From an optimization exercise on the open Yosys and OpenROAD flow, aimed at small area, a short achievable clock period and few clock cycles; shortcuts taken in it are not production practice.
RTL that was checked went through simulation tests only; none was proved equivalent to the original.
No functional check of the RTL was part of runs 4 to 8.
In every run shown here, the design's own scripts or RTL, not TritonCTS, make the clock network.
The clock input has no modelled driver; a real chip could not lean on it and would need a root buffer or a full tree.
Power is estimated from default activity; no workload was simulated.

### design/flow/config.mk
export PLATFORM = sky130hd
export DESIGN_NAME = ELA
export DESIGN_NICKNAME = ELA
export VERILOG_FILES = /design/flow/design.v
export SDC_FILE = /design/flow/constraint.sdc
export NUM_CORES = 8
export LEC_CHECK = 0
export CAP_MARGIN = 20
export CORE_MARGIN = 2
export CORE_UTILIZATION = 50
export SETUP_SLACK_MARGIN = 2.9
export SLEW_MARGIN = 20
export SYNTH_HIERARCHICAL = 1
### design/flow/constraint.sdc
create_clock -name core_clock -period 5.0 [get_ports {clk}]
set_input_delay 1.0000 -clock core_clock [delete_from_list [all_inputs] [get_ports {clk}]]
set_output_delay 1.0000 -clock core_clock [all_outputs]
set_load 0.01 [all_outputs]
### design/flow/design.v
`timescale 1ns/10ps
module ELA(clk, rst, in_data, data_rd, req, wen, addr, data_wr, done);
	input				clk;
	input				rst;
	input		[7:0]	in_data;
	input		[7:0]	data_rd;
	output				req;
	output	reg			wen;
	output	reg	[9:0]	addr;
	output	reg	[7:0]	data_wr;
	output	reg			done;
	reg			nreq;
	assign req = ~nreq;
	reg			s0, s1, s2;
	wire		main = s0 | s1 | s2;
	wire [4:0] col = addr[4:0];
	wire [3:0] rf = addr[9:6];
	wire kge2 = |col[4:1];				 
	wire klow = &col[4:2] & (col[1] | col[0]);	 
	wire last = addr[5] & klow & (rf == 4'd14);	 
	reg	[7:0]	xr, v, yr, p, q;
	reg	[7:0]	dreg, bd;
	reg	[7:0]	sreg, bs;
	wire [7:0] sum8, dm;
	ela_eval u_eval (.x(xr), .y(yr), .s(sum8), .d(dm));
	wire bzero = &bd;
	wire lt = ~bzero & ((&dreg) | (dreg < bd));
	reg cen;
	wire upd = s1 | (lt & cen);
	always @(posedge clk) begin
		dreg <= dm;
		sreg <= sum8;
		if (upd) begin
			bd <= dreg;
			bs <= sreg;
		end
		if (s0) begin
			xr <= v;
			v <= xr;
		end else if (s1)
			xr <= data_rd;
		if (s0)
			yr <= data_wr;
		else if (s1)
			yr <= q;
		else
			yr <= p;
		if (s1) begin
			p <= yr;
			q <= p;
		end
		cen <= s1 ? kge2 : s2 ? ~col[4] | ~col[3] | ~col[2] | ~col[1] : 1'b0;
		data_wr <= s1 ? bs : in_data;
		if (!main && !wen)
			addr <= 10'd31;
		else begin
			addr[4:0] <= col + (s1 ? 5'd30 : s2 ? 5'd3 : s0 ? 5'd0 : 5'd1);
			addr[5] <= s1;
			if (!main)
				addr[9:6] <= {3'd0, nreq & (&col)};
			else if (s0 || (s1 && !kge2))
				addr[9:6] <= rf - 4'd1;
			else if (s2)
				addr[9:6] <= rf + ((addr[5] & klow) ? 4'd2 : 4'd1);
		end
	end
	always @(posedge clk or posedge rst) begin
		if (rst) begin
			s0 <= 1'b0;
			s1 <= 1'b0;
			s2 <= 1'b0;
			nreq <= 1'b0;
			wen <= 1'b0;
			done <= 1'b0;
		end else if (done) begin
			nreq <= 1'b1;
			wen <= 1'b0;
		end else if (!main) begin
			wen <= 1'b1;
			if (wen && col == 5'd30)
				nreq <= 1'b1;
			if (nreq && col == 5'd31)
				s0 <= 1'b1;
		end else begin
			s0 <= s2;
			s1 <= s0;
			s2 <= s1;
			nreq <= ~s0;
			if (s2) begin
				wen <= ~last;
				if (last && col == 5'd31) begin
					done <= 1'b1;
					s0 <= 1'b0;
					wen <= 1'b0;
				end
			end else
				wen <= s1;
		end
	end
endmodule
module ela_eval(x, y, s, d);
	input		[7:0]	x, y;
	output		[7:0]	s, d;
	wire [7:0] yn = ~y;
	wire [7:0] sp = x ^ y;	 
	wire [7:0] ep = x ^ yn;	 
	reg [7:0] sg, sq, eg, eq;	 
	integer l, i, t;
	always @(*) begin
		sg = x & y;
		sq = sp;
		eg = x & yn;
		eq = ep;
		for (l = 0; l < 3; l = l + 1)
			for (i = 0; i < 8; i = i + 1)
				if ((i >> l) & 1) begin
					t = ((i >> (l + 1)) << (l + 1)) + (1 << l) - 1;
					sg[i] = sg[i] | (sq[i] & sg[t]);
					sq[i] = sq[i] & sq[t];
					eg[i] = eg[i] | (eq[i] & eg[t]);
					eq[i] = eq[i] & eq[t];
				end
	end
	wire [8:0] sum = {sg[7], sp ^ {sg[6:0], 1'b0}};
	wire [7:0] e0 = ep ^ {eg[6:0], 1'b0};
	wire [7:0] e1 = ep ^ {eg[6:0] | eq[6:0], 1'b1};
	assign s = sum[8:1];
	assign d = eg[7] ? e0 : ~e1;
endmodule
### design/flow/flow/run.sh
#!/bin/bash
# Own layout flow: the standard ORFS flow (standard.sh), except that
# - the clock tree is built by flow/cts.tcl, a copy of ORFS's cts.tcl whose
#   TritonCTS call is replaced by one level of clock buffers fed by the clock
#   port (manual_clock_tree there);
# - flow/env.sh may set MAKEVARS, extra ORFS variables for the steps after
#   synthesis. Synthesis is the standard one, unchanged.
# Every tool's output goes to a log in this folder.
set -euo pipefail
W=$(pwd)
rm -rf "$W/scripts"
cp -r "$FLOW_HOME/scripts" "$W/scripts"
cp "$W/flow/cts.tcl" "$W/scripts/cts.tcl"
export SCRIPTS_DIR="$W/scripts"
export CLKTREE_NBUF=4
export CLKTREE_BUF=sky130_fd_sc_hd__clkbuf_16
MAKEVARS=()
if [ -f "$W/flow/env.sh" ]; then source "$W/flow/env.sh"; fi
bash standard.sh synth > "$W/flow_synth.log" 2>&1
for step in floorplan place cts finish; do
  bash standard.sh "${MAKEVARS[@]}" $step > "$W/flow_$step.log" 2>&1
done
test -s "$W/out/final.def"
### design/flow/flow/cts.tcl
utl::set_metrics_stage "cts__{}"
source $::env(SCRIPTS_DIR)/load.tcl
source $::env(SCRIPTS_DIR)/lec_check.tcl
erase_non_stage_variables cts
load_design 3_place.odb 3_place.sdc
source_step_tcl PRE CTS

# Clone clock tree inverters next to register loads
# so cts does not try to buffer the inverted clocks.
repair_clock_inverters

proc save_progress { stage } {
  puts "Run 'make gui_$stage.odb' to load progress snapshot"
  orfs_write_db $::env(RESULTS_DIR)/$stage.odb
  orfs_write_sdc $::env(RESULTS_DIR)/$stage.sdc
}

# Run CTS
set cts_args [list \
  -sink_clustering_enable \
  -repair_clock_nets]

append_env_var cts_args CTS_BUF_DISTANCE -distance_between_buffers 1
append_env_var cts_args CTS_CLUSTER_SIZE -sink_clustering_size 1
append_env_var cts_args CTS_CLUSTER_DIAMETER -sink_clustering_max_diameter 1
append_env_var cts_args CTS_BUF_LIST -buf_list 1
append_env_var cts_args CTS_LIB_NAME -library 1


if { [env_var_exists_and_non_empty CTS_ARGS] } {
  set cts_args $::env(CTS_ARGS)
}

set_dont_use $::env(DONT_USE_CELLS)

proc kmeans_groups { pts nb } {
  set xs [lsort -real [lmap p $pts {lindex $p 0}]]
  set ys [lsort -real [lmap p $pts {lindex $p 1}]]
  set x0 [lindex $xs 0]; set x1 [lindex $xs end]
  set y0 [lindex $ys 0]; set y1 [lindex $ys end]
  set cent {}
  set side [expr {int(ceil(sqrt($nb)))}]
  set rows [expr {int(ceil(double($nb) / $side))}]
  for {set i 0} {$i < $nb} {incr i} {
    set cx [expr {$i % $side}]; set cy [expr {$i / $side}]
    lappend cent [list [expr {$x0 + ($cx + 0.5) / $side * ($x1 - $x0)}] [expr {$y0 + ($cy + 0.5) / $rows * ($y1 - $y0)}]]
  }
  # balanced k-means: no group takes more than its share of the points
  set cap [expr {int(ceil(double([llength $pts]) / $nb))}]
  for {set iter 0} {$iter < 40} {incr iter} {
    set pairs {}
    set n 0
    foreach p $pts {
      for {set i 0} {$i < $nb} {incr i} {
        set c [lindex $cent $i]
        lappend pairs [list [expr {abs([lindex $p 0] - [lindex $c 0]) + abs([lindex $p 1] - [lindex $c 1])}] $n $i]
      }
      incr n
    }
    set grp [lrepeat $nb {}]
    set cnt [lrepeat $nb 0]
    set done [lrepeat [llength $pts] 0]
    foreach pr [lsort -real -index 0 $pairs] {
      lassign $pr d n i
      if {[lindex $done $n] || [lindex $cnt $i] >= $cap} { continue }
      lset done $n 1
      lset cnt $i [expr {[lindex $cnt $i] + 1}]
      lset grp $i [concat [lindex $grp $i] [list [lindex $pts $n]]]
    }
    set newc {}
    for {set i 0} {$i < $nb} {incr i} {
      set g [lindex $grp $i]
      if {[llength $g] == 0} { lappend newc [lindex $cent $i]; continue }
      set sx 0; set sy 0
      foreach p $g { set sx [expr {$sx + [lindex $p 0]}]; set sy [expr {$sy + [lindex $p 1]}] }
      lappend newc [list [expr {double($sx) / [llength $g]}] [expr {double($sy) / [llength $g]}]]
    }
    set cent $newc
  }
  return [list $grp $cent]
}

# Drive each group of iterms (points {x y iterm}) from a new buffer of
# master bufname placed at the group's centre, fed by net src; returns the
# buffers' input points.
proc buffer_groups { grp cent bufname src prefix } {
  set block [ord::get_db_block]
  set master [[ord::get_db] findMaster $bufname]
  set ins {}
  for {set i 0} {$i < [llength $grp]} {incr i} {
    set g [lindex $grp $i]
    if {[llength $g] == 0} { continue }
    set inst [odb::dbInst_create $block $master ${prefix}$i]
    set net [odb::dbNet_create $block clknet_${prefix}$i]
    $net setSigType CLOCK
    foreach p $g { set it [lindex $p 2]; $it disconnect; $it connect $net }
    set c [lindex $cent $i]
    set x [expr {int([lindex $c 0]) - [$master getWidth] / 2}]
    set y [expr {int([lindex $c 1]) - [$master getHeight] / 2}]
    $inst setLocation $x $y
    $inst setPlacementStatus PLACED
    [$inst findITerm A] connect $src
    [$inst findITerm X] connect $net
    lappend ins [list [lindex $c 0] [lindex $c 1] [$inst findITerm A]]
    puts "clock buffer ${prefix}$i ($bufname) drives [llength $g] pins"
  }
  return $ins
}

proc manual_clock_tree { } {
  set block [ord::get_db_block]
  set clknet [[$block findBTerm clk] getNet]
  set pts {}
  foreach it [$clknet getITerms] {
    set b [[$it getInst] getBBox]
    lappend pts [list [expr {([$b xMin] + [$b xMax]) / 2.0}] [expr {([$b yMin] + [$b yMax]) / 2.0}] $it]
  }
  if {[info exists ::env(CLKTREE_LEAF)] && $::env(CLKTREE_LEAF) ne ""} {
    lassign [kmeans_groups $pts $::env(CLKTREE_NLEAF)] grp cent
    set pts [buffer_groups $grp $cent $::env(CLKTREE_LEAF) $clknet clkleaf_]
  }
  lassign [kmeans_groups $pts $::env(CLKTREE_NBUF)] grp cent
  buffer_groups $grp $cent $::env(CLKTREE_BUF) $clknet clkroot_
  set_propagated_clock [all_clocks]
}
manual_clock_tree

utl::push_metrics_stage "cts__{}__pre_repair_timing"
log_cmd estimate_parasitics -placement
if { $::env(DETAILED_METRICS) } {
  report_metrics 4 "cts pre-repair-timing"
}
utl::pop_metrics_stage

set_placement_padding -global \
  -left $::env(CELL_PAD_IN_SITES_DETAIL_PLACEMENT) \
  -right $::env(CELL_PAD_IN_SITES_DETAIL_PLACEMENT)

set result [catch { detailed_placement } msg]
if { $result != 0 } {
  save_progress 4_1_error
  error "Detailed placement failed in CTS: $msg"
}

log_cmd estimate_parasitics -placement

if { $::env(CTS_SNAPSHOTS) } {
  save_progress 4_1_pre_repair_hold_setup
}

if { !$::env(SKIP_CTS_REPAIR_TIMING) } {
  if { $::env(EQUIVALENCE_CHECK) } {
    write_eqy_verilog 4_before_rsz.v
  }
  if { $::env(LEC_CHECK) } {
    write_lec_verilog 4_before_rsz_lec.v
  }

  repair_timing_helper

  if { $::env(EQUIVALENCE_CHECK) } {
    run_equivalence_test
  }
  if { $::env(LEC_CHECK) } {
    write_lec_verilog 4_after_rsz_lec.v
    run_lec_test 4_rsz 4_before_rsz_lec.v 4_after_rsz_lec.v
  }

  set result [catch { detailed_placement } msg]
  if { $result != 0 } {
    save_progress 4_1_error
    error "Detailed placement failed in CTS: $msg"
  }

  check_placement -verbose
}

report_metrics 4 "cts final"

source_step_tcl POST CTS

orfs_write_db $::env(RESULTS_DIR)/4_1_cts.odb
orfs_write_sdc $::env(RESULTS_DIR)/4_cts.sdc
### design/flow/flow/env.sh
export BUFFER_PORTS_ARGS="-buffer_cell sky130_fd_sc_hd__buf_2"
### design/flow/standard.sh
#!/bin/bash
# synth_recipe.tcl (not shown) runs the flow's synth.tcl, then flattens the netlist and writes it again
# the make line also repeats each setting of config.mk as NAME=value (left out here)
make -C /OpenROAD-flow-scripts/flow DESIGN_CONFIG=/design/flow/config.mk WORK_HOME=/design/flow/orfs CLKGATE_MAP_FILE= SYNTH_SCRIPT=/design/flow/synth_recipe.tcl "${@:-finish}"
==> results of run 1 <==
==> worst max-delay path, delay by kind of cell (launching register included) <==
kind / cells / cell delay [ns]
xor+xnor: 1 / 0.19
mux: 1 / 0.11
buf+inv: 3 / 0.15
flops: 1 / 0.34
compound gates: 1 / 0.08
fa+ha+maj: 3 / 0.86
simple gates: 2 / 0.31
==> modules after synthesis (local to each module, per instance) <==
module,cells,flip-flops and latches
ELA,261,97
ela_eval,94,0
==> cells in the final DEF, fill, tap and decap left out, types with 3 or more instances in the layout <==
cell | synthesis | final
edfxtp_1 | 48 | 48
dfxtp_1 | 43 | 39
buf_2 | 3 | 38
inv_1 | 37 | 36
ha_1 | 30 | 26
nand2_1 | 22 | 22
mux2_2 | 18 | 18
o21ai_0 | 16 | 15
mux2i_1 | 15 | 14
buf_4 | 1 | 14
a21oi_1 | 13 | 11
xnor2_1 | 11 | 11
nor2_1 | 10 | 10
nand4_1 | 9 | 9
nand3_1 | 6 | 6
a21o_1 | 5 | 5
xor2_1 | 5 | 5
fa_1 | 8 | 5
nor3_1 | 4 | 4
o21bai_1 | 4 | 4
clkbuf_16 | 0 | 4
nand2b_1 | 3 | 3
fa_2 | 0 | 3
ha_2 | 0 | 3
dfrtp_1 | 6 | 3
==> cells by family (layout without fill, tap and decap cells) <==
logic type / after synthesis / in the layout / synth area share
flops: 97 / 97 / 0.559
fa+ha+maj: 38 / 38 / 0.122
xor+xnor: 16 / 16 / 0.0319
simple gates: 65 / 65 / 0.0747
buf+inv: 51 / 99 / 0.0510
mux: 33 / 33 / 0.0804
compound gates: 55 / 55 / 0.0812
==> area by class of cell <==
| class | count | area [um2] |
|---|---|---|
| sequential | 97 | 2470 |
| timing repair buffer | 56 | 353 |
| inverter | 39 | 151 |
| tap | 108 | 135 |
| multi-input combinational | 207 | 1790 |
| buffer | 4 | 100 |
| fill | 731 | 3630 |
==> power by group through the flow <==
stage / sequential (mW) / combinational (mW) / clock [mW]
finish: 0.934 / 0.179 / 0.333
global route: 0.941 / 0.202 / 0.375
detailed placement: 0.954 / 0.144 / 0
global placement: 0.954 / 0.138 / 0
CTS: 0.936 / 0.147 / 0.343
floorplan: 0.943 / 0.103 / 0
==> through the flow <==
step / hold slack, ns / worst slack [ns]
after floorplan: 0.386 / 2.92
after global placement: 0.387 / 2.72
after detailed placement: 0.390 / 2.72
after CTS: 0.413 / 2.90
after global routing: 0.425 / 2.78
final: 0.410 / 2.88
==> worst min path at each step <==
stage	slack, ns	endpoint	startpoint
6_report	0.41	bs[6]	sreg[6]
5_1_grt	0.42	bs[4]	sreg[4]
4_1_cts	0.41	bs[4]	sreg[4]
3_5_place_dp	0.39	bs[4]	sreg[4]
3_3_place_gp	0.39	bs[0]	sreg[0]
2_1_floorplan	0.39	bs[0]	sreg[0]
==> sequential cells by signal, summed over array words and instances, names as in the netlist <==
name	count
s2	1
sreg	8
bd	8
p	8
xr	8
data_wr	8
v	8
bs	8
wen	1
cen	1
dreg	8
yr	8
s0	1
done	1
nreq	1
q	8
s1	1
addr	10
==> metal layers <==
layer | share of wire | up-vias | track usage
li1 | - | 1338 | -
met1 | 0.48 | 1313 | 0.247
met2 | 0.48 | 48 | 0.273
met3 | 0.034 | 5 | 0.00863
met4 | 0.012 | 0 | 0.0182
met5 | 0 | - | 0
==> timing repair <==
action / CTS / global route
resized for setup: 8 / 18
buffers inserted: 4 / 13
endpoints found under the setup margin: 27 / 27
pin swaps: 1 / 8
==> out/qor.yml, run 1 <==
placed_design:
  dp.cells: 490
  dpl.hpwl_mm: 5.46
  portBuffers: 38
  dpl_cell_area_um2: 4680
  routabilityCongestion: 0.829
sta:
  rsz0062_at_grt: "yes"
  worstMarginPinSlew_ns: 0.529
  min_period_over_period: 0.423
  fmax_ghz: 0.472
  skew_ns: 0.00882
  maxSlewHeadroom: 0.647
  drv_slew: 0
  fin_tns_setup_ns: 0
  period_minus_slack_ns: 2.12
  final_hold_viol_count: 0
  setup_viol: 0
cells_and_area:
  final_area_um2: 5000
  fin_util: 0.579
  area_growth_pct: 14.0
  instances_no_fill: 511
  final_nets: 461
  final_layout_size_suffix_gt1_frac: 0.273
  antennaDiodeCount: 0
power:
  seqPwrFrac: 0.646
  pwr-share-comb: 0.124
  switching_share: 0.215
  intPower_mw: 1.14
  power_mw: 1.45
  power.leakage_nw: 2.16
  p_sw_mw: 0.311
  pwr-share-clk: 0.230
  power.density_nw_per_um2: 289
  irDropWorstVdd_mv: 0.249
worst_setup_path:
  max_stage_delay_ns: 0.37
  path_cells: "inv_1 > ha_2 > inv_2 > fa_2 > nand3b_1 > nand2_2 > inv_2 > fa_2 > o21ai_1 > mux2i_1 > xnor2_1"
  rr_endpoint: "dreg[5]"
  arrival_ns: 2.19
  rrSetupSlack_ns: 2.88
  cp-startpoint: "yr[0]"
  endpoint_kind: "register"
  cp.required_ns: 5.08
  crit_path_start_kind: "register"
  rr_startpoint: "yr[0]"
  cp-endpoint: "dreg[5]"
  r2r.worst_path.cells: 11
  critPathKind: "register to register"
  cp_slowest_cell: "fa_2"
  cp_max_fo: 4
floorplanning:
  core-area_um2: 8640
  die-area_um2: 9540
  die_x_um: 97.7
  io_pins: 39
  die_h_um: 97.7
  num_rows: 34
  start_util: 0.508
status:
  outcome: "no timing/DRC/antenna violations"
synth:
  synth_common_cells: "edfxtp_1 (48), dfxtp_1 (43), inv_1 (37)"
  yosys_warnings: 8
  yosysTopAreaCell: "edfxtp_1"
  synth_nets: 411
  syn_inst: 355
  ys_async_sr_fraction: 0.0619
  synth_top_area_frac: 0.328
  post_synth.cell_area_avg_um2: 12.4
  ys.flop_type: "edfxtp_1"
  synth_seq_cells: 97
  synthTopCellsByArea: "edfxtp_1 (33%), dfxtp_1 (20%), ha_1 (8.6%)"
  synth.most_common_cell: "edfxtp_1"
  synth-seq-area-share: 0.559
  ys_types: 53
  synth-edff-count: 48
  synth_area_um2: 4390
hold_path:
  hold_depth: 0
  hold_class: "register to register"
route:
  post_drt_wl_per_cell_um: 16.2
  vias: 2704
  drt-initial-drc-count: 119
  viasPerCell: 5.29
  routed_wl_mm: 8.27
  route.detailed.drc: 0
  ant_nets: 0
  drtPass1Iterations: 4
global_route:
  grt_max_degree: 26
  antenna_found_initial: 0
  grt.overflow.total: 0
  grt_pass1_vias: 2608
  grt_usage: 0.164
  grt_pass1_wl_mm: 13.0
run:
  cap_viol_max_count: 0
clock_tree:
  ctsHoldBuffers: 0
  path_clk_slew_ns: 0.09
  clock_latency_ns: 0.16
Testbench counts, summed over its fixed seeds: cycles 47,392.
==> run 2: changes to the inputs <==
--- a/design/flow/config.mk
+++ b/design/flow/config.mk
@@ -7,7 +7,7 @@
 export LEC_CHECK = 0
 export CAP_MARGIN = 20
 export CORE_MARGIN = 2
-export CORE_UTILIZATION = 50
-export SETUP_SLACK_MARGIN = 2.9
+export CORE_UTILIZATION = 40
+export SETUP_SLACK_MARGIN = 3.05
 export SLEW_MARGIN = 20
 export SYNTH_HIERARCHICAL = 1
==> run 2 against run 1 <==
  * Still clean
  * Total power increased by 6.7%
  * Utilization decreased by 9.2 points
  * Sequential cell count unchanged
  * Largest power group unchanged
  * Cell count increased by 8.8%
  * Sequential share of layout area decreased by 2.4 points
  * Area after synthesis unchanged
  * Worst setup slack improved by 0.047 ns
  * Critical endpoint unchanged
==> out/qor.yml, run 2 <==
status:
  outcome: "no timing/DRC/antenna violations"
floorplanning:
  io_pins: 39
  die_h_um: 109
  core-area_um2: 10800
  die-area_um2: 11800
  num_rows: 38
  die_x_um: 109
  start_util: 0.407
global_route:
  grt_usage: 0.143
  antenna_found_initial: 0
  grt_max_degree: 27
  grt_pass1_vias: 2739
  grt_pass1_wl_mm: 13.6
  grt.overflow.total: 0
sta:
  setup_viol: 0
  period_minus_slack_ns: 2.07
  skew_ns: 0.00744
  fmax_ghz: 0.483
  rsz0062_at_grt: "yes"
  drv_slew: 0
  fin_tns_setup_ns: 0
  fin_ws_ns: 2.93
  min_period_over_period: 0.414
  worstMarginPinSlew_ns: 0.538
  maxSlewHeadroom: 0.641
  whs_ns: 0.410
  final_hold_viol_count: 0
clock_tree:
  clock_latency_ns: 0.16
  ctsHoldBuffers: 0
  path_clk_slew_ns: 0.09
placed_design:
  routabilityCongestion: 0.783
  dp.cells: 522
  dpl_cell_area_um2: 4730
  dpl.hpwl_mm: 5.52
  portBuffers: 38
  post-place-ws_ns: 2.75
route:
  viasPerCell: 4.96
  drt-initial-drc-count: 119
  routed_wl_mm: 8.46
  route.detailed.drc: 0
  ant_nets: 0
  post_drt_wl_per_cell_um: 15.2
  drtPass1Iterations: 4
  vias: 2756
synth:
  synth_nets: 411
  yosysTopAreaCell: "edfxtp_1"
  synth_top_area_frac: 0.328
  synth_seq_cells: 97
  ys_types: 53
  synth_area_um2: 4390
  synth_common_cells: "edfxtp_1 (48), dfxtp_1 (43), inv_1 (37)"
  synth-seq-area-share: 0.559
  synth.most_common_cell: "edfxtp_1"
  synthTopCellsByArea: "edfxtp_1 (33%), dfxtp_1 (20%), ha_1 (8.6%)"
  ys_async_sr_fraction: 0.0619
  synth-edff-count: 48
  syn_inst: 355
  post_synth.cell_area_avg_um2: 12.4
  ys.flop_type: "edfxtp_1"
  yosys_warnings: 8
cells_and_area:
  antennaDiodeCount: 0
  instances_no_fill: 556
  final_area_um2: 5260
  regMostFlops: "addr"
  largest_register_ffs: 10
  area_growth_pct: 19.9
  layout_common_cells: "edfxtp_1 (48), buf_2 (38), dfxtp_1 (36)"
  final_layout_size_suffix_gt1_frac: 0.337
  nFillCells: 948
  fin_util: 0.487
  final_common_cell: "edfxtp_1"
  final_nets: 474
worst_setup_path:
  cp.required_ns: 5.05
  cp_max_fo: 3
  crit_path_start_kind: "register"
  critPathKind: "register to register"
  endpoint_kind: "register"
  arrival_ns: 2.12
power:
  irDropWorstVdd_mv: 0.172
  power_mw: 1.54
  power.density_nw_per_um2: 293
  power.leakage_nw: 2.25
hold_path:
  hold_class: "register to register"
run:
  cap_viol_max_count: 0
==> run 2: where the power goes <==
part / total [mW] / internal, mW / switching, mW
logic: 0.261 / 0.145 / 0.116
clock network: 0.347 / 0.147 / 0.200
registers: 0.935 / 0.904 / 0.0308
total: 1.54 / 1.20 / 0.347
==> run 2: final cells by class <==
| class | instances | area (um2) | share of cell area |
|---|---|---|---|
| flip-flops and latches | 97 | 2470 | 0.470 |
| multi-input cells | 207 | 1880 | 0.357 |
| repair buffers | 69 | 483 | 0.0918 |
| well taps | 140 | 175 | 0.0333 |
| inverters | 39 | 151 | 0.0288 |
| plain buffers | 4 | 100 | 0.0190 |
==> run 2: worst max-delay path: stages (launching register included) <==
cell and delay, ns:
edfxtp_1 0.39, ha_2 0.19, inv_2 0.04, fa_2 0.35
nand3b_1 0.21, nand2_2 0.10, inv_2 0.05, fa_2 0.33
o21ai_1 0.08, mux2i_1 0.10, xnor2_1 0.13
==> run 2: path summary, 6_finish.rpt <==
path / startpoint / to / slack, ns / depth (start not counted)
setup / recovery: xr[0] / dreg[5] / 2.93 / 10
hold / removal: sreg[3] / bs[3] / 0.41 / 0
setup reg to reg: xr[0] / dreg[5] / 2.93 / 10
hold reg to reg: sreg[3] / bs[3] / 0.41 / 0
max in group asynchronous: rst / s0 / 4.03 / 2
min in group asynchronous: rst / nreq / 0.74 / 2
==> run 2: per-module statistics from Yosys (local to each module, per instance) <==
module    times used  area (um2)
ela_eval           1         777
ELA                1        3610
==> run 2: per-layer routing <==
layer / global-route usage / up-vias / routed length (um)
met5: 0 / - / 0
met4: 0.0183 / 0 / 117
met3: 0.00658 / 11 / 190
met2: 0.233 / 31 / 3810
met1: 0.220 / 1352 / 4340
li1: - / 1362 / -
==> run 2: kinds of logic (layout without fill, tap and decap cells) <==
kind of cell / count (synthesis) / in the layout / share of synthesized area
flops: 97 / 97 / 0.559
xor+xnor: 16 / 16 / 0.0319
fa+ha+maj: 38 / 38 / 0.122
buf+inv: 51 / 112 / 0.0510
simple gates: 65 / 65 / 0.0747
compound gates: 55 / 55 / 0.0812
mux: 33 / 33 / 0.0804
==> run 2: timing repair <==
item / in CTS / in global routing
gates resized for setup: 24 / 18
pin swaps: 8 / 20
gates cloned: 1 / 0
setup buffers: 17 / 12
endpoints found under the setup margin: 32 / 33
==> run 3: changes to the inputs <==
--- a/design/flow/config.mk
+++ b/design/flow/config.mk
@@ -8,6 +8,6 @@
 export CAP_MARGIN = 20
 export CORE_MARGIN = 2
 export CORE_UTILIZATION = 40
-export SETUP_SLACK_MARGIN = 3.05
+export SETUP_SLACK_MARGIN = 2.85
 export SLEW_MARGIN = 20
 export SYNTH_HIERARCHICAL = 1
==> run 3 against run 2 <==
  * Routed wire length fell by 5.0%
  * Cell count fell by 3.8%
  * Register-to-register slack got worse by 0.07 ns
  * Largest power group unchanged
  * Total power fell by 7.0%
  * First-iteration DRC count rose by 12%
  * Clock skew rose by 0.0023 ns
  * Final area fell by 5.8%
  * Highest routed layer unchanged
  * Via count fell by 5.5%
  * Critical path depth fell by 3
  * Still clean on timing, DRC and antenna
  * Sequential share of layout area rose by 2.7 points
  * Synthesized cell count did not move
  * Largest cell class unchanged
==> out/qor.yml, run 3 <==
status:
  outcome: "no timing/DRC/antenna violations"
synth:
  yosys_warnings: 8
  yosys.area_share.simple: 0.0747
  ys_types: 53
  post_synth.cell_area_avg_um2: 12.4
  synthTopCellsByArea: "edfxtp_1 (33%), dfxtp_1 (20%), ha_1 (8.6%)"
  yosysTopAreaCell: "edfxtp_1"
  ys_async_sr_fraction: 0.0619
  yosys.area_share.xor_xnor: 0.0319
  ys.flop_type: "edfxtp_1"
  synth-seq-area-share: 0.559
  synth_seq_cells: 97
  syn_inst: 355
  synth-edff-count: 48
  synth_area_um2: 4390
  synth_adder_area_share: 0.122
  synth_top_family_by_area: "adder cells"
  synthMuxAreaShare: 0.0804
  synth_top_area_frac: 0.328
  synth_common_cells: "edfxtp_1 (48), dfxtp_1 (43), inv_1 (37)"
  synth_compound_area_frac: 0.0812
  synth.most_common_cell: "edfxtp_1"
  synth_nets: 411
worst_setup_path:
  rr_endpoint: "addr[9]"
  rr_startpoint: "s0"
  path_buf_inv: 1
  critPathKind: "register to register"
  crit_path_start_kind: "register"
  max_stage_delay_ns: 0.58
  cp_slowest_cell: "dfrtp_4"
  cp.required_ns: 5.05
  r2r.worst_path.cells: 7
  critPathTopFamily: "compound AO/OA/AOI/OAI gates"
  path_cells: "a21oi_2 > inv_4 > ha_1 > a21o_1 > a31oi_1 > nor2_1 > o311a_1"
  rrSetupSlack_ns: 2.86
  path_depth: 7
  endpoint_kind: "register"
  arrival_ns: 2.19
  cp_max_fo: 12
route:
  viasPerCell: 4.87
  drtPass1Iterations: 4
  drt-initial-drc-count: 133
  vias: 2605
  dr_wl_met3_um: 283
  ant_nets: 0
  route.detailed.drc: 0
  routed_wl_mm: 8.04
  drt-met1-wl_mm: 4.01
  topRoutingLayerUsed: "met4"
  wl_met2_mm: 3.68
  post_drt_wl_per_cell_um: 15.0
sta:
  worstMarginPinSlew_ns: 0.532
  setup_viol: 0
  maxSlewHeadroom: 0.641
  whs_ns: 0.410
  drv_slew: 0
  final_hold_viol_count: 0
  min_period_over_period: 0.428
  rsz0062_at_grt: "yes"
  fmax_ghz: 0.467
  fin_tns_setup_ns: 0
  period_minus_slack_ns: 2.14
  skew_ns: 0.00973
global_route:
  grt_max_degree: 46
  grt_pass1_vias: 2428
  antenna_found_initial: 0
  grt_usage: 0.132
  grt.overflow.total: 0
  grt_pass1_wl_mm: 12.6
hold_path:
  holdPathEnd: "bs[5]"
  hold_start: "sreg[5]"
  hold_depth: 0
  hold_class: "register to register"
floorplanning:
  num_rows: 38
  die-area_um2: 11800
  core-area_um2: 10800
  die_x_um: 109
  die_h_um: 109
  start_util: 0.407
  io_pins: 39
cells_and_area:
  final_common_cell: "edfxtp_1"
  area_growth_pct: 13.0
  nFillCells: 991
  largest_register_ffs: 10
  regMostFlops: "addr"
  layout_common_cells: "edfxtp_1 (48), dfxtp_1 (40), buf_2 (38)"
  instances_no_fill: 535
  final_nets: 453
  antennaDiodeCount: 0
  final_layout_size_suffix_gt1_frac: 0.238
placed_design:
  portBuffers: 38
  dp.cells: 522
  routabilityCongestion: 0.850
  dpl.hpwl_mm: 5.43
clock_tree:
  path_clk_slew_ns: 0.10
  clock_latency_ns: 0.16
power:
  power.leakage_nw: 2.13
  power_mw: 1.44
  irDropWorstVdd_mv: 0.186
  power.density_nw_per_um2: 290
run:
  cap_viol_max_count: 0
run 3: cell counts after synthesis:
No cell type changed its count.
run 3: layout make-up:
class | count | area [um2] | area share
well taps | 140 | 175 | 0.0353
multi-input cells | 207 | 1750 | 0.353
inverters | 39 | 149 | 0.0300
repair buffers | 48 | 322 | 0.0648
flip-flops and latches | 97 | 2460 | 0.497
plain buffers | 4 | 100 | 0.0202
run 3: stage by stage:
stage	setup slack [ns]	util	cell area (um2)
after global routing	2.72	0.459	4960
after global placement	2.70	0.434	4690
after CTS	2.74	0.448	4830
after detailed placement	2.62	0.434	4690
final	2.86	0.459	4960
after floorplan	2.84	-	4390
run 3: per-module statistics from Yosys, one instance, submodules excluded:
module | cells inside | flip-flops and latches
ELA | 261 | 97
ela_eval | 94 | 0
run 3: how the worst max path moves through the flow:
stage,from,end,slack [ns]
3_3_place_gp,s0,addr[9],2.70
4_1_cts,s0,addr[9],2.74
5_1_grt,addr[2],addr[9],2.72
2_1_floorplan,s1,addr[9],2.84
6_report,s0,addr[9],2.86
3_5_place_dp,s0,addr[9],2.62
run 3: cells by family after synthesis:
logic type      Yosys count
flops                    97
fa+ha+maj                38
xor+xnor                 16
mux                      33
simple gates             65
buf+inv                  51
compound gates           55
run 3: timing repair:
| item | 4_1_cts | 5_1_grt |
|---|---|---|
| endpoints found under the setup margin | 23 | 24 |
| buffers inserted | 2 | 6 |
| gates cloned | 0 | 1 |
| pin swaps | 0 | 3 |
| resized for setup | 8 | 13 |
| hold buffers | 0 | 0 |
run 3: layer usage:
layer | global-route usage | vias to the layer above
met3 | 0.0114 | 4
met4 | 0.00916 | 0
met2 | 0.210 | 49
li1 | - | 1314
met1 | 0.206 | 1238
met5 | 0 | -
run 3: power by group:
| group | switching (mW) | internal (mW) |
|---|---|---|
| combinational | 0.0893 | 0.0773 |
| clock | 0.187 | 0.147 |
| sequential | 0.0308 | 0.905 |
| total | 0.307 | 1.13 |
run 3: worst register-to-register path: cells and delay by family, from the launching register on:
family	cells	cell delay (ns)
buf+inv	1	0.10
flops	1	0.58
compound gates	4	0.96
fa+ha+maj	1	0.33
simple gates	1	0.07
==> run 4: changes to the inputs <==
--- a/design/flow/design.v
+++ b/design/flow/design.v
@@ -104,22 +104,31 @@
 	wire [7:0] yn = ~y;
 	wire [7:0] sp = x ^ y;	 
 	wire [7:0] ep = x ^ yn;	 
-	reg [7:0] sg, sq, eg, eq;	 
+	reg [7:0] sg, sq, eg, eq, hg, hq;	 
 	integer l, i, t;
 	always @(*) begin
 		sg = x & y;
 		sq = sp;
-		eg = x & yn;
-		eq = ep;
 		for (l = 0; l < 3; l = l + 1)
 			for (i = 0; i < 8; i = i + 1)
 				if ((i >> l) & 1) begin
 					t = ((i >> (l + 1)) << (l + 1)) + (1 << l) - 1;
 					sg[i] = sg[i] | (sq[i] & sg[t]);
 					sq[i] = sq[i] & sq[t];
-					eg[i] = eg[i] | (eq[i] & eg[t]);
-					eq[i] = eq[i] & eq[t];
 				end
+		eg = x & yn;
+		eq = ep;
+		for (l = 0; l < 3; l = l + 1) begin
+			hg = eg;
+			hq = eq;
+			for (i = 0; i < 8; i = i + 1)
+				if (i >= (1 << l)) begin
+					hg[i] = eg[i] | (eq[i] & eg[i - (1 << l)]);
+					hq[i] = eq[i] & eq[i - (1 << l)];
+				end
+			eg = hg;
+			eq = hq;
+		end
 	end
 	wire [8:0] sum = {sg[7], sp ^ {sg[6:0], 1'b0}};
 	wire [7:0] e0 = ep ^ {eg[6:0], 1'b0};
--- a/design/flow/config.mk
+++ b/design/flow/config.mk
@@ -8,6 +8,6 @@
 export CAP_MARGIN = 20
 export CORE_MARGIN = 2
 export CORE_UTILIZATION = 40
-export SETUP_SLACK_MARGIN = 2.85
+export SETUP_SLACK_MARGIN = 2.95
 export SLEW_MARGIN = 20
 export SYNTH_HIERARCHICAL = 1
==> run 4 against run 3 <==
  * Critical path type unchanged
  * Sequential power hardly changed
  * Register-to-register slack better by 0.14 ns
  * First-iteration DRC count is 11% lower
==> out/qor.yml, run 4 <==
synth:
  post_synth.cell_area_avg_um2: 12.5
  synth-edff-count: 48
  synth_area_um2: 4500
  synth-seq-area-share: 0.546
  synth_common_cells: "edfxtp_1 (48), dfxtp_1 (43), inv_1 (35)"
  ys_types: 57
  synth_seq_cells: 97
  synth_nets: 415
  synth_top_area_frac: 0.321
  yosysTopAreaCell: "edfxtp_1"
  synthTopCellsByArea: "edfxtp_1 (32%), dfxtp_1 (19%), ha_1 (8.3%)"
  synth.most_common_cell: "edfxtp_1"
  syn_inst: 361
  yosys_warnings: 8
  ys.flop_type: "edfxtp_1"
  ys_async_sr_fraction: 0.0619
global_route:
  grt_max_degree: 26
  met3_usage: 0.00764
  grt_pass1_vias: 2625
  use_met2: 0.232
  grt_use_met1: 0.210
  grt_pass1_wl_mm: 13.4
  grt.overflow.total: 0
  grt_usage: 0.140
  top_usage_layer: "met2"
  antenna_found_initial: 0
route:
  vias: 2758
  routed_wl_mm: 8.74
  route.detailed.drc: 0
  ant_nets: 0
  drtPass1Iterations: 4
  drt-initial-drc-count: 119
  viasPerCell: 4.96
  post_drt_wl_per_cell_um: 15.7
floorplanning:
  core-area_um2: 10900
  io_pins: 39
  num_rows: 38
  start_util: 0.413
  die-area_um2: 12100
  die_x_um: 110
  die_h_um: 110
sta:
  skew_ns: 0.0121
  drv_slew: 0
  fmax_ghz: 0.500
  fin_tns_setup_ns: 0
  worstMarginPinSlew_ns: 0.463
  min_period_over_period: 0.400
  whs_ns: 0.411
  final_hold_viol_count: 0
  setup_viol: 0
  period_minus_slack_ns: 2.00
  rsz0062_at_grt: "yes"
  maxSlewHeadroom: 0.691
cells_and_area:
  final_common_cell: "edfxtp_1"
  nFillCells: 1002
  final_layout_size_suffix_gt1_frac: 0.334
  layout_common_cells: "edfxtp_1 (48), buf_2 (38), dfxtp_1 (37)"
  final_nets: 472
  largest_register_ffs: 10
  regMostFlops: "addr"
  antennaDiodeCount: 0
  area_growth_pct: 16.7
worst_setup_path:
  arrival_ns: 2.04
  endpoint_kind: "register"
  crit_path_start_kind: "register"
  critPathKind: "register to register"
  cp-startpoint: "xr[0]"
  rr_startpoint: "xr[0]"
  cp.required_ns: 5.04
  cp_max_fo: 3
power:
  power.density_nw_per_um2: 280
  power_mw: 1.47
  power.leakage_nw: 2.22
  irDropWorstVdd_mv: 0.158
clock_tree:
  clock_latency_ns: 0.16
  path_clk_slew_ns: 0.09
  ctsHoldBuffers: 0
placed_design:
  routabilityCongestion: 0.809
  dpl.hpwl_mm: 5.85
  portBuffers: 38
hold_path:
  hold_class: "register to register"
  hold_start: "sreg[0]"
run:
  cap_viol_max_count: 0
status:
  outcome: "no timing/DRC/antenna violations"
run 4: area by class of cell:
| cell class | count | area (um2) | share of cell area |
|---|---|---|---|
| sequential | 97 | 2470 | 0.471 |
| multi-input combinational | 215 | 1940 | 0.371 |
| timing repair buffer | 63 | 413 | 0.0787 |
| tap | 140 | 175 | 0.0334 |
| inverter | 37 | 141 | 0.0270 |
| buffer | 4 | 100 | 0.0191 |
run 4: kinds of logic (layout without fill, tap and decap cells):
| family | Yosys count | count (layout) | share of synthesized area |
|---|---|---|---|
| fa+ha+maj | 36 | 36 | 0.110 |
| mux | 31 | 31 | 0.0740 |
| compound gates | 66 | 66 | 0.111 |
| xor+xnor | 17 | 17 | 0.0331 |
| simple gates | 65 | 65 | 0.0743 |
| flops | 97 | 97 | 0.546 |
| buf+inv | 49 | 104 | 0.0518 |
run 4: layer usage:
metal,routed length (um),part of all wire,vias up
met5,0,0,-
met4,73,0.0083,0
met3,335,0.038,5
met2,4160,0.48,37
met1,4180,0.48,1333
li1,-,-,1383
run 4: critical path, stage by stage, from the launching register on:
cell	delay, ns
edfxtp_1	0.40
buf_6	0.13
ha_4	0.12
inv_2	0.04
fa_2	0.39
o21ba_4	0.23
o21bai_4	0.15
fa_1	0.43
run 4: power breakdown:
group | internal [mW] | switching (mW) | leakage, nW | total, mW
combinational | 0.0944 | 0.0991 | 1.27 | 0.193
clock | 0.147 | 0.195 | 0.0493 | 0.342
sequential | 0.905 | 0.0313 | 0.899 | 0.936
total | 1.15 | 0.325 | 2.22 | 1.47
run 4: path summary, 6_finish.rpt:
kind | to | slack (ns) | cells past startpoint
max | sreg[3] | 3.00 | 7
min | bs[0] | 0.41 | 0
max reg2reg | sreg[3] | 3.00 | 7
min reg2reg | bs[0] | 0.41 | 0
max in group asynchronous | s1 | 4.01 | 2
min in group asynchronous | done | 0.75 | 2
run 4: per-module statistics from Yosys, one instance, submodules excluded:
module | cells inside | flops+latches | cell area [um2]
ela_eval | 100 | 0 | 878
ELA | 261 | 97 | 3620
run 4: timing repair:
action	4_1_cts	5_1_grt
resized for setup	11	33
pin swaps	2	19
setup endpoints to repair	28	32
setup buffers	4	20
run 4: through the flow:
| stage | cell area [um2] | setup slack, ns | util | instances |
|---|---|---|---|---|
| finish | 5250 | 3.00 | 0.482 | 556 |
| global route | 5250 | 2.92 | 0.482 | 556 |
| CTS | 4950 | 2.87 | 0.455 | 536 |
| detailed placement | 4790 | 2.64 | 0.440 | 528 |
| global placement | 4790 | 2.73 | 0.440 | 528 |
| floorplan | 4520 | 2.94 | - | 361 |
==> run 5: changes to the inputs <==
--- a/design/flow/config.mk
+++ b/design/flow/config.mk
@@ -8,6 +8,6 @@
 export CAP_MARGIN = 20
 export CORE_MARGIN = 2
 export CORE_UTILIZATION = 40
-export SETUP_SLACK_MARGIN = 2.95
+export SETUP_SLACK_MARGIN = 2.9
 export SLEW_MARGIN = 20
 export SYNTH_HIERARCHICAL = 1
==> run 5 against run 4 <==
  * Still clean
  * Utilization fell by 0.88 points
  * Critical path depth rose by 2
  * Worst setup slack got worse by 0.026 ns
  * Routed wire length fell by 2.4%
  * Sequential share of layout area rose by 0.88 points
  * Critical endpoint is now addr[7]
  * Largest cell class unchanged
==> out/qor.yml, run 5 <==
status:
  outcome: "no timing/DRC/antenna violations"
synth:
  synth_nets: 415
  synthTopCellsByArea: "edfxtp_1 (32%), dfxtp_1 (19%), ha_1 (8.3%)"
  ys.flop_type: "edfxtp_1"
  synth.most_common_cell: "edfxtp_1"
  synth_seq_cells: 97
  ys_async_sr_fraction: 0.0619
  synth_top_area_frac: 0.321
  synth-edff-count: 48
  post_synth.cell_area_avg_um2: 12.5
  yosys_warnings: 8
  synth_common_cells: "edfxtp_1 (48), dfxtp_1 (43), inv_1 (35)"
  synth-seq-area-share: 0.546
  yosysTopAreaCell: "edfxtp_1"
  ys_types: 57
  syn_inst: 361
  synth_area_um2: 4500
cells_and_area:
  antennaDiodeCount: 0
  final_nets: 463
  final_layout_size_suffix_gt1_frac: 0.305
  final_common_cell: "edfxtp_1"
  area_growth_pct: 14.5
  largest_register_ffs: 10
  layout_common_cells: "edfxtp_1 (48), buf_2 (38), dfxtp_1 (37)"
  regMostFlops: "addr"
worst_setup_path:
  crit_path_start_kind: "register"
  max_stage_delay_ns: 0.51
  path_cells: "nor4_4 > a21oi_4 > buf_6 > nand3_2 > ha_4 > inv_2 > fa_2 > o21ai_1 > nand2_1"
  cp_slowest_cell: "fa_2"
  cp-startpoint: "addr[3]"
  cp.required_ns: 5.11
  critPathKind: "register to register"
  cp_max_fo: 5
  endpoint_kind: "register"
  rr_startpoint: "addr[3]"
  arrival_ns: 2.13
power:
  power.density_nw_per_um2: 283
  power_mw: 1.46
  irDropWorstVdd_mv: 0.145
  power.leakage_nw: 2.17
sta:
  skew_ns: 0.00671
  fin_tns_setup_ns: 0
  maxSlewHeadroom: 0.698
  final_hold_viol_count: 0
  drv_slew: 0
  rsz0062_at_grt: "yes"
  min_period_over_period: 0.405
  fmax_ghz: 0.494
  period_minus_slack_ns: 2.02
  worstMarginPinSlew_ns: 0.452
  setup_viol: 0
placed_design:
  portBuffers: 38
  routabilityCongestion: 0.804
  dpl.hpwl_mm: 5.89
global_route:
  grt_max_degree: 32
  grt.overflow.total: 0
  grt_pass1_wl_mm: 13.2
  antenna_found_initial: 0
  grt_usage: 0.137
  grt_pass1_vias: 2611
route:
  route.detailed.drc: 0
  viasPerCell: 5.00
  routed_wl_mm: 8.53
  vias: 2735
  post_drt_wl_per_cell_um: 15.6
  ant_nets: 0
  drtPass1Iterations: 5
  drt-initial-drc-count: 132
run:
  cap_viol_max_count: 0
clock_tree:
  clock_latency_ns: 0.16
  ctsHoldBuffers: 0
  path_clk_slew_ns: 0.09
hold_path:
  hold_start: "sreg[3]"
  hold_class: "register to register"
floorplanning:
  start_util: 0.413
  die_h_um: 110
  io_pins: 39
  die_x_um: 110
  core-area_um2: 10900
  die-area_um2: 12100
  num_rows: 38
## run 5: repair_timing
item                                    in CTS  in global routing
setup buffers                                2                 13
pin swaps                                    2                 11
hold endpoints to repair                     0                  0
resized for setup                            7                 35
endpoints found under the setup margin      26                 29
## run 5: final cells by class
class | instances | area [um2]
flip-flops and latches | 97 | 2470
multi-input cells | 215 | 1910
well taps | 140 | 175
plain buffers | 4 | 100
fillers | 998 | 5740
repair buffers | 54 | 344
inverters | 37 | 144
## run 5: power breakdown
group	total (mW)	switching (mW)	internal, mW	leakage, nW
Sequential	0.936	0.0312	0.904	0.899
Combinational	0.185	0.0973	0.0873	1.22
Clock	0.336	0.190	0.147	0.0493
Total	1.46	0.318	1.14	2.17
## run 5: metal layers
metal	GRT usage	vias to the layer above	wire length, um
li1	-	1365	-
met1	0.202	1321	4150
met2	0.225	39	4020
met3	0.00941	10	234
met4	0.0235	0	127
met5	0	-	0
## run 5: worst paths after layout
check | to | slack [ns] | cells after the start
worst max-delay path | addr[7] | 2.98 | 9
worst max register to register | addr[7] | 2.98 | 9
worst min register to register | bs[3] | 0.41 | 0
worst min-delay path | bs[3] | 0.41 | 0
max in group asynchronous | s0 | 4.00 | 2
min in group asynchronous | s0 | 0.75 | 2
## run 5: worst max-delay path: cells and delay by family, from the launching register on
family	cells	cell delay, ns
AOI/OAI and AO/OA	2	0.20
adders and majority gates	2	0.67
buffers and inverters	2	0.19
DFF	1	0.38
and+or+nand+nor	3	0.53
## run 5: metrics by stage
stage / hold WS [ns] / std cells / area (um2) / setup slack [ns] / utilization
global route: 0.417 / 547 / 5150 / 2.84 / 0.473
global placement: 0.391 / 528 / 4780 / 2.75 / 0.439
floorplan: 0.386 / 361 / 4500 / 2.90 / -
CTS: 0.411 / 534 / 4920 / 2.86 / 0.452
finish: 0.410 / 547 / 5150 / 2.98 / 0.473
detailed placement: 0.389 / 528 / 4780 / 2.63 / 0.439
## run 5: cell families (layout without fill, tap and decap cells)
| family | Yosys count | count (layout) | share of synthesized area |
|---|---|---|---|
| flip-flops | 97 | 97 | 0.546 |
| multiplexers | 31 | 31 | 0.0740 |
| AO/OA/AOI/OAI | 66 | 66 | 0.111 |
| AND/OR/NAND/NOR | 65 | 65 | 0.0743 |
| XOR/XNOR | 17 | 17 | 0.0331 |
| buffers and inverters | 49 | 95 | 0.0518 |
| adder cells (fa/ha/maj) | 36 | 36 | 0.110 |
## run 5: modules after synthesis, one instance, submodules excluded
module    flops+latches  cells
ela_eval              0    100
ELA                  97    261
==> run 6: changes to the inputs <==
--- a/design/flow/config.mk
+++ b/design/flow/config.mk
@@ -8,6 +8,6 @@
 export CAP_MARGIN = 20
 export CORE_MARGIN = 2
 export CORE_UTILIZATION = 40
-export SETUP_SLACK_MARGIN = 2.9
+export SETUP_SLACK_MARGIN = 3.0
 export SLEW_MARGIN = 20
 export SYNTH_HIERARCHICAL = 1
==> run 6 against run 5 <==
  * Global-route usage increased by 0.73 points
  * Sequential power about the same
  * Clock power is 2% higher
  * Worst setup slack gained 0.0058 ns
  * Critical path depth fell by 1
  * Clock skew is 0.0037 ns higher
  * Fmax increased by 0.29%
  * Synthesized cell count unchanged
  * First-iteration DRC count grew 20%
  * Die area unchanged
  * Critical path type unchanged
  * Critical endpoint is now dreg[5]
==> out/qor.yml, run 6 <==
worst_setup_path:
  cp-endpoint: "dreg[5]"
  cp_max_fo: 3
  cp_slowest_cell: "edfxtp_1"
  rr_startpoint: "xr[0]"
  endpoint_kind: "register"
  crit_path_start_kind: "register"
  cp.required_ns: 5.08
  rrSetupSlack_ns: 2.98
  critPathKind: "register to register"
  rr_endpoint: "dreg[5]"
  path_cells: "ha_2 > inv_2 > fa_2 > nand3b_1 > nand2_2 > a31o_4 > mux2i_1 > xnor2_1"
  r2r.worst_path.cells: 8
  arrival_ns: 2.10
  max_stage_delay_ns: 0.42
  cp-startpoint: "xr[0]"
global_route:
  grt_pass1_wl_mm: 13.8
  grt_use_met1: 0.206
  top_usage_layer: "met2"
  use_met2: 0.247
  antenna_found_initial: 0
  grt_pass1_vias: 2721
  grt_max_degree: 32
  grt_usage: 0.144
  met3_usage: 0.00823
  grt.overflow.total: 0
cells_and_area:
  final_nets: 472
  regMostFlops: "addr"
  instances_no_fill: 556
  antennaDiodeCount: 0
  final_layout_size_suffix_gt1_frac: 0.337
  area_growth_pct: 16.2
  largest_register_ffs: 10
  final_common_cell: "edfxtp_1"
  layout_common_cells: "edfxtp_1 (48), buf_2 (38), dfxtp_1 (36)"
power:
  irDropWorstVdd_mv: 0.167
  power.density_nw_per_um2: 284
  power_mw: 1.48
  power.leakage_nw: 2.21
synth:
  synth_area_um2: 4500
  post_synth.cell_area_avg_um2: 12.5
  ys_types: 57
  synth_common_cells: "edfxtp_1 (48), dfxtp_1 (43), inv_1 (35)"
  synth-edff-count: 48
  synthTopCellsByArea: "edfxtp_1 (32%), dfxtp_1 (19%), ha_1 (8.3%)"
  syn_inst: 361
  synth-seq-area-share: 0.546
  yosys_warnings: 8
  ys.flop_type: "edfxtp_1"
  yosysTopAreaCell: "edfxtp_1"
  ys_async_sr_fraction: 0.0619
  synth_top_area_frac: 0.321
  synth_nets: 415
  synth.most_common_cell: "edfxtp_1"
  synth_seq_cells: 97
placed_design:
  post-place-ws_ns: 2.72
  routabilityCongestion: 0.802
  dpl.hpwl_mm: 5.94
  portBuffers: 38
  dp.cells: 528
sta:
  min_period_over_period: 0.404
  fin_tns_setup_ns: 0
  period_minus_slack_ns: 2.02
  rsz0062_at_grt: "yes"
  skew_ns: 0.0104
  whs_ns: 0.405
  maxSlewHeadroom: 0.686
  final_hold_viol_count: 0
  worstMarginPinSlew_ns: 0.470
  fmax_ghz: 0.495
  drv_slew: 0
  fin_ws_ns: 2.98
  setup_viol: 0
clock_tree:
  path_clk_slew_ns: 0.10
  clock_latency_ns: 0.16
hold_path:
  hold_class: "register to register"
floorplanning:
  die-area_um2: 12100
  die_h_um: 110
  num_rows: 38
  die_x_um: 110
  io_pins: 39
  start_util: 0.413
  core-area_um2: 10900
route:
  ant_nets: 0
  route.detailed.drc: 0
  viasPerCell: 5.01
  routed_wl_mm: 8.67
  vias: 2786
  post_drt_wl_per_cell_um: 15.6
  drt-initial-drc-count: 159
  drtPass1Iterations: 4
run:
  cap_viol_max_count: 0
status:
  outcome: "no timing/DRC/antenna violations"
-- run 6: per-module statistics from Yosys (local to each module, per instance) --
| module | times used | cell area (um2) |
|---|---|---|
| ELA | 1 | 3620 |
| ela_eval | 1 | 878 |
-- run 6: cell type report --
| type | instances | area, um2 |
|---|---|---|
| buffer | 4 | 100 |
| sequential | 97 | 2470 |
| multi-input combinational | 215 | 1930 |
| inverter | 37 | 141 |
| tap | 140 | 175 |
| timing repair buffer | 63 | 407 |
| fill | 987 | 5660 |
-- run 6: kinds of logic (layout without fill, tap and decap cells) --
family                     count (synthesis)  in the layout  synth area share
and+or+nand+nor                           65             65            0.0743
muxes                                     31             31            0.0740
buffers and inverters                     49            104            0.0518
xor gates and xnor gates                  17             17            0.0331
adders and majority gates                 36             36             0.110
DFF                                       97             97             0.546
AOI/OAI and AO/OA                         66             66             0.111
-- run 6: worst min-delay path by stage --
stage | cells past startpoint | slack (ns) | from | end
CTS | 0 | 0.41 | sreg[7] | bs[7]
floorplan | 0 | 0.39 | sreg[0] | bs[0]
detailed placement | 0 | 0.39 | sreg[4] | bs[4]
finish | 0 | 0.41 | sreg[7] | bs[7]
global placement | 0 | 0.39 | sreg[6] | bs[6]
global route | 0 | 0.43 | sreg[7] | bs[7]
-- run 6: where the power goes --
group | internal (mW) | switching, mW | total [mW]
clock | 0.147 | 0.195 | 0.342
sequential | 0.905 | 0.0325 | 0.938
combinational | 0.101 | 0.101 | 0.202
total | 1.15 | 0.329 | 1.48
-- run 6: repair_timing --
item | CTS | global route
endpoints found under the setup margin | 28 | 32
pin swaps | 9 | 17
resized for setup | 14 | 28
buffers inserted | 12 | 12
hold endpoints to repair | 0 | 0
hold buffers | 0 | 0
-- run 6: routing by layer --
| layer | wire (um) | vias to the layer above |
|---|---|---|
| met5 | 0 | - |
| met4 | 155 | 0 |
| met3 | 286 | 10 |
| met2 | 4140 | 56 |
| met1 | 4080 | 1342 |
| li1 | - | 1378 |
-- run 6: worst max-delay path: cells and delay by family (launching register included) --
kind	cells	cell delay [ns]
compound gates	1	0.19
xor+xnor	1	0.15
fa+ha+maj	2	0.56
buf+inv	1	0.04
flops	1	0.42
mux	1	0.21
simple gates	2	0.37
-- run 6: metrics by stage --
step                utilization  area (um2)
floorplan                     -        4540
global placement          0.440        4790
detailed placement        0.440        4790
CTS                       0.462        5030
global route              0.480        5230
finish                    0.480        5230
==> run 7: changes to the inputs <==
--- a/design/flow/config.mk
+++ b/design/flow/config.mk
@@ -8,6 +8,6 @@
 export CAP_MARGIN = 20
 export CORE_MARGIN = 2
 export CORE_UTILIZATION = 40
-export SETUP_SLACK_MARGIN = 3.0
+export SETUP_SLACK_MARGIN = 3.1
 export SLEW_MARGIN = 20
 export SYNTH_HIERARCHICAL = 1
==> run 7 against run 6 <==
  * Still clean on timing, DRC and antenna
  * Cell count rose by 3.1%
  * First-iteration DRC count down 14%
  * Area after synthesis unchanged
  * Sequential share of layout area decreased by 2.0 points
  * Register-to-register slack improved by 0.05 ns
==> out/qor.yml, run 7 <==
status:
  outcome: "no timing/DRC/antenna violations"
synth:
  synth_top_area_frac: 0.321
  ys_async_sr_fraction: 0.0619
  post_synth.cell_area_avg_um2: 12.5
  synthTopCellsByArea: "edfxtp_1 (32%), dfxtp_1 (19%), ha_1 (8.3%)"
  synth.most_common_cell: "edfxtp_1"
  synth_area_um2: 4500
  synth-seq-area-share: 0.546
  syn_inst: 361
  synth_common_cells: "edfxtp_1 (48), dfxtp_1 (43), inv_1 (35)"
  yosys_warnings: 8
  synth_seq_cells: 97
  synth_nets: 415
  synth-edff-count: 48
  ys.flop_type: "edfxtp_1"
  ys_types: 57
  yosysTopAreaCell: "edfxtp_1"
floorplanning:
  num_rows: 38
  die-area_um2: 12100
  io_pins: 39
  core-area_um2: 10900
  start_util: 0.413
  die_h_um: 110
  die_x_um: 110
cells_and_area:
  final_nets: 489
  layout_common_cells: "edfxtp_1 (48), buf_2 (38), buf_4 (35)"
  final_common_cell: "edfxtp_1"
  area_growth_pct: 21.7
  regMostFlops: "addr"
  largest_register_ffs: 10
  instances_no_fill: 573
  antennaDiodeCount: 0
  final_layout_size_suffix_gt1_frac: 0.390
sta:
  rsz0062_at_grt: "yes"
  fmax_ghz: 0.508
  period_minus_slack_ns: 1.97
  final_hold_viol_count: 0
  fin_ws_ns: 3.03
  drv_slew: 0
  worstMarginPinSlew_ns: 0.463
  min_period_over_period: 0.394
  maxSlewHeadroom: 0.691
  setup_viol: 0
  fin_tns_setup_ns: 0
  skew_ns: 0.00797
clock_tree:
  ctsHoldBuffers: 0
  path_clk_slew_ns: 0.09
  clock_latency_ns: 0.16
route:
  vias: 2864
  viasPerCell: 5.00
  route.detailed.drc: 0
  drtPass1Iterations: 4
  ant_nets: 0
  post_drt_wl_per_cell_um: 16.3
  routed_wl_mm: 9.32
  drt-initial-drc-count: 136
power:
  power.density_nw_per_um2: 279
  power_mw: 1.53
  irDropWorstVdd_mv: 0.190
  power.leakage_nw: 2.33
placed_design:
  post-place-ws_ns: 2.77
  routabilityCongestion: 0.787
  dpl.hpwl_mm: 6.00
  dp.cells: 528
  portBuffers: 38
global_route:
  grt.overflow.total: 0
  grt_pass1_wl_mm: 14.0
  antenna_found_initial: 0
  grt_max_degree: 26
  grt_pass1_vias: 2691
  grt_usage: 0.146
hold_path:
  hold_class: "register to register"
worst_setup_path:
  cp_max_fo: 4
  crit_path_start_kind: "register"
  cp-startpoint: "yr[0]"
  rr_endpoint: "dreg[5]"
  endpoint_kind: "register"
  rr_startpoint: "yr[0]"
  cp.required_ns: 5.08
  cp-endpoint: "dreg[5]"
  rrSetupSlack_ns: 3.03
  r2r.worst_path.cells: 9
  arrival_ns: 2.05
  critPathKind: "register to register"
run:
  cap_viol_max_count: 0
-- run 7: metal layers --
| metal | vias up | GRT usage | wire length [um] |
|---|---|---|---|
| met4 | 0 | 0.0154 | 106 |
| met3 | 6 | 0.00705 | 385 |
| met2 | 46 | 0.252 | 4610 |
| met1 | 1397 | 0.211 | 4210 |
| li1 | 1415 | - | - |
| met5 | - | 0 | 0 |
-- run 7: cell families (layout without fill, tap and decap cells) --
group | count (synthesis) | after routing | synth area share
multiplexers | 31 | 31 | 0.0740
XOR/XNOR | 17 | 17 | 0.0331
flip-flops | 97 | 97 | 0.546
adder cells (fa/ha/maj) | 36 | 36 | 0.110
AND/OR/NAND/NOR | 65 | 65 | 0.0743
buffers and inverters | 49 | 121 | 0.0518
AO/OA/AOI/OAI | 66 | 66 | 0.111
-- run 7: power breakdown --
part | switching, mW | leakage, nW | internal, mW | total [mW]
logic | 0.112 | 1.38 | 0.133 | 0.245
registers | 0.0357 | 0.901 | 0.904 | 0.940
clock network | 0.193 | 0.0493 | 0.147 | 0.340
total | 0.341 | 2.33 | 1.18 | 1.53
-- run 7: critical path: stages, from the launching register on --
cell and delay [ns]:
dfxtp_2 0.36, inv_1 0.07, ha_2 0.18, inv_2 0.04, fa_2 0.34, nand3b_1 0.22, nand2_2 0.14, a31o_4 0.18
mux2i_2 0.21, xnor2_1 0.15
-- run 7: Yosys stat by module, one instance, submodules excluded --
| module | cells inside | area [um2] | copies in the design | flip-flops and latches |
|---|---|---|---|---|
| ELA | 261 | 3620 | 1 | 97 |
| ela_eval | 100 | 878 | 1 | 0 |
-- run 7: area by class of cell --
class                   count  area [um2]
well taps                 140         175
plain buffers               4         100
repair buffers             80         588
flip-flops and latches     97        2480
fillers                   981        5420
inverters                  37         141
multi-input cells         215        1990
-- run 7: per-stage QoR --
step	instance area, um2	util	hold slack, ns
3_5_place_dp	4800	0.441	0.389
4_1_cts	5180	0.476	0.412
3_3_place_gp	4800	0.441	0.387
5_1_grt	5470	0.503	0.419
6_report	5470	0.503	0.411
2_1_floorplan	4540	-	0.386
-- run 7: what timing repair did --
action,4_1_cts,5_1_grt
gates cloned,1,1
endpoints found under the setup margin,36,33
gates resized for setup,28,28
buffers inserted,20,19
pin swaps,14,24
-- run 7: worst min path at each step --
stage | start | endpoint | depth (start not counted)
after floorplan | sreg[0] | bs[0] | 0
final | sreg[6] | bs[6] | 0
after detailed placement | sreg[6] | bs[6] | 0
after global placement | sreg[0] | bs[0] | 0
after global routing | sreg[6] | bs[6] | 0
after CTS | sreg[6] | bs[6] | 0
==> run 8: changes to the inputs <==
--- a/design/flow/design.v
+++ b/design/flow/design.v
@@ -54,14 +54,16 @@
 		if (!main && !wen)
 			addr <= 10'd31;
 		else begin
-			addr[4:0] <= col + (s1 ? 5'd30 : s2 ? 5'd3 : s0 ? 5'd0 : 5'd1);
+			addr[4:0] <= s1 ? col - 5'd2 : s2 ? col + 5'd3 : s0 ? col : col + 5'd1;
 			addr[5] <= s1;
 			if (!main)
 				addr[9:6] <= {3'd0, nreq & (&col)};
 			else if (s0 || (s1 && !kge2))
 				addr[9:6] <= rf - 4'd1;
+			else if (s2 && addr[5] && klow)
+				addr[9:6] <= rf + 4'd2;
 			else if (s2)
-				addr[9:6] <= rf + ((addr[5] & klow) ? 4'd2 : 4'd1);
+				addr[9:6] <= rf + 4'd1;
 		end
 	end
 	always @(posedge clk or posedge rst) begin
@@ -104,31 +106,22 @@
 	wire [7:0] yn = ~y;
 	wire [7:0] sp = x ^ y;	 
 	wire [7:0] ep = x ^ yn;	 
-	reg [7:0] sg, sq, eg, eq, hg, hq;	 
+	reg [7:0] sg, sq, eg, eq;	 
 	integer l, i, t;
 	always @(*) begin
 		sg = x & y;
 		sq = sp;
+		eg = x & yn;
+		eq = ep;
 		for (l = 0; l < 3; l = l + 1)
 			for (i = 0; i < 8; i = i + 1)
 				if ((i >> l) & 1) begin
 					t = ((i >> (l + 1)) << (l + 1)) + (1 << l) - 1;
 					sg[i] = sg[i] | (sq[i] & sg[t]);
 					sq[i] = sq[i] & sq[t];
+					eg[i] = eg[i] | (eq[i] & eg[t]);
+					eq[i] = eq[i] & eq[t];
 				end
-		eg = x & yn;
-		eq = ep;
-		for (l = 0; l < 3; l = l + 1) begin
-			hg = eg;
-			hq = eq;
-			for (i = 0; i < 8; i = i + 1)
-				if (i >= (1 << l)) begin
-					hg[i] = eg[i] | (eq[i] & eg[i - (1 << l)]);
-					hq[i] = eq[i] & eq[i - (1 << l)];
-				end
-			eg = hg;
-			eq = hq;
-		end
 	end
 	wire [8:0] sum = {sg[7], sp ^ {sg[6:0], 1'b0}};
 	wire [7:0] e0 = ep ^ {eg[6:0], 1'b0};
--- a/design/flow/config.mk
+++ b/design/flow/config.mk
@@ -8,6 +8,6 @@
 export CAP_MARGIN = 20
 export CORE_MARGIN = 2
 export CORE_UTILIZATION = 40
-export SETUP_SLACK_MARGIN = 3.1
+export SETUP_SLACK_MARGIN = 2.95
 export SLEW_MARGIN = 20
 export SYNTH_HIERARCHICAL = 1
==> run 8 against run 7 <==
  * Critical endpoint unchanged
  * Global-route usage fell by 1.3 points
  * Largest power group unchanged
  * Die area grew 1.2%
  * Highest routed layer unchanged
  * Worst setup slack worse by 0.12 ns
  * Register-to-register slack worse by 0.12 ns
==> out/qor.yml, run 8 <==
placed_design:
  dpl_cell_area_um2: 4860
  dp.cells: 534
  dpl.hpwl_mm: 6.06
  routabilityCongestion: 0.845
worst_setup_path:
  r2r.worst_path.cells: 10
  max_stage_delay_ns: 0.41
  rr_startpoint: "xr[0]"
  cp-startpoint: "xr[0]"
  endpoint_kind: "register"
  critPathKind: "register to register"
  cp.required_ns: 5.05
  path_cells: "ha_4 > inv_2 > fa_2 > nand3b_1 > nand2_2 > inv_2 > fa_2 > o21ai_1 > mux2i_1 > xnor2_1"
  rr_endpoint: "dreg[5]"
  path_buf_inv: 2
  crit_path_start_kind: "register"
  cp_max_fo: 2
synth:
  synth_nets: 426
  yosys.area_share.xor_xnor: 0.0269
  ys_async_sr_fraction: 0.0619
  yosys.area_share.simple: 0.0786
  synth_adder_area_share: 0.119
  synth_common_cells: "edfxtp_1 (48), dfxtp_1 (43), inv_1 (39)"
  ys_types: 58
  synth_top_family_by_area: "adder cells"
  synth-edff-count: 48
  synth.most_common_cell: "edfxtp_1"
  post_synth.cell_area_avg_um2: 12.3
  synth_compound_area_frac: 0.106
  synthMuxAreaShare: 0.0772
  yosys_warnings: 8
  syn_inst: 369
  synth_area_um2: 4550
sta:
  period_minus_slack_ns: 2.09
  drv_slew: 0
  maxSlewHeadroom: 0.645
  final_hold_viol_count: 0
  skew_ns: 0.00488
  setup_viol: 0
  worstMarginPinSlew_ns: 0.533
  rsz0062_at_grt: "yes"
  min_period_over_period: 0.419
floorplanning:
  core-area_um2: 11000
  num_rows: 38
  die_x_um: 111
  start_util: 0.415
  die_h_um: 111
power:
  power.density_nw_per_um2: 290
  power_mw: 1.48
  irDropWorstVdd_mv: 0.196
  power.leakage_nw: 2.12
global_route:
  antenna_found_initial: 0
  grt.overflow.total: 0
  grt_pass1_wl_mm: 14.0
route:
  route.detailed.drc: 0
  routed_wl_mm: 8.60
  drtPass1Iterations: 4
  drt-initial-drc-count: 165
cells_and_area:
  layout_common_cells: "edfxtp_1 (48), dfxtp_1 (41), buf_2 (38)"
  area_growth_pct: 12.3
  final_layout_size_suffix_gt1_frac: 0.263
  largest_register_ffs: 10
  final_nets: 469
  fin_util: 0.466
  regMostFlops: "addr"
  regArea_um2: 2460
  nFillCells: 1002
hold_path:
  hold_class: "register to register"
  holdPathEnd: "bs[1]"
status:
  outcome: "no timing/DRC/antenna violations"
clock_tree:
  clock_latency_ns: 0.16
  path_clk_slew_ns: 0.09
## run 8: worst max path at each step
stage | endpoint | slack [ns] | cells past startpoint
after floorplan | dreg[5] | 2.96 | 10
after global placement | dreg[5] | 2.85 | 10
after detailed placement | dreg[5] | 2.71 | 10
after CTS | dreg[5] | 2.85 | 11
after global routing | dreg[5] | 2.78 | 10
final | dreg[5] | 2.91 | 10
## run 8: cell type report
class,count,share of cell area
timing repair buffer,52,0.0577
sequential,97,0.482
buffer,4,0.0196
tap,140,0.0342
inverter,40,0.0294
multi-input combinational,217,0.377
## run 8: layer usage
layer | GRT usage | part of all wire
met1 | 0.202 | 0.51
met2 | 0.218 | 0.45
met3 | 0.00875 | 0.024
met4 | 0.0150 | 0.012
met5 | 0 | 0
## run 8: power by group
group / internal, mW / switching, mW
registers: 0.913 / 0.0341
logic: 0.0874 / 0.107
clock network: 0.147 / 0.194
total: 1.15 / 0.334
## run 8: cells by family (layout without fill, tap and decap cells)
family                   count (synthesis)  count (layout)
flip-flops                              97              97
AND/OR/NAND/NOR                         66              66
AO/OA/AOI/OAI                           65              65
buffers and inverters                   55              96
adder cells (fa/ha/maj)                 39              39
multiplexers                            33              33
XOR/XNOR                                14              14
## run 8: what timing repair did
action                                  CTS  global route
resized for setup                         8            17
pin swaps                                 2             6
endpoints found under the setup margin   35            10
setup buffers                             5             7
hold buffers                              0             0
## run 8: metrics by stage
step	hold slack [ns]	setup WS, ns
final	0.411	2.91
after global routing	0.416	2.78
after CTS	0.412	2.85
after detailed placement	0.389	2.71
after global placement	0.388	2.85
after floorplan	0.386	2.96
## run 8: Yosys stat by module, one instance, submodules excluded
module / copies in the design / cells
ELA: 1 / 275
ela_eval: 1 / 94
## run 8: worst reg2reg max path, cell delays in order, from the launching register on
cell and delay, ns:
edfxtp_1 0.41, ha_4 0.15, inv_2 0.03, fa_2 0.34, nand3b_1 0.20, nand2_2 0.11, inv_2 0.06, fa_2 0.36
o21ai_1 0.08, mux2i_1 0.10, xnor2_1 0.13
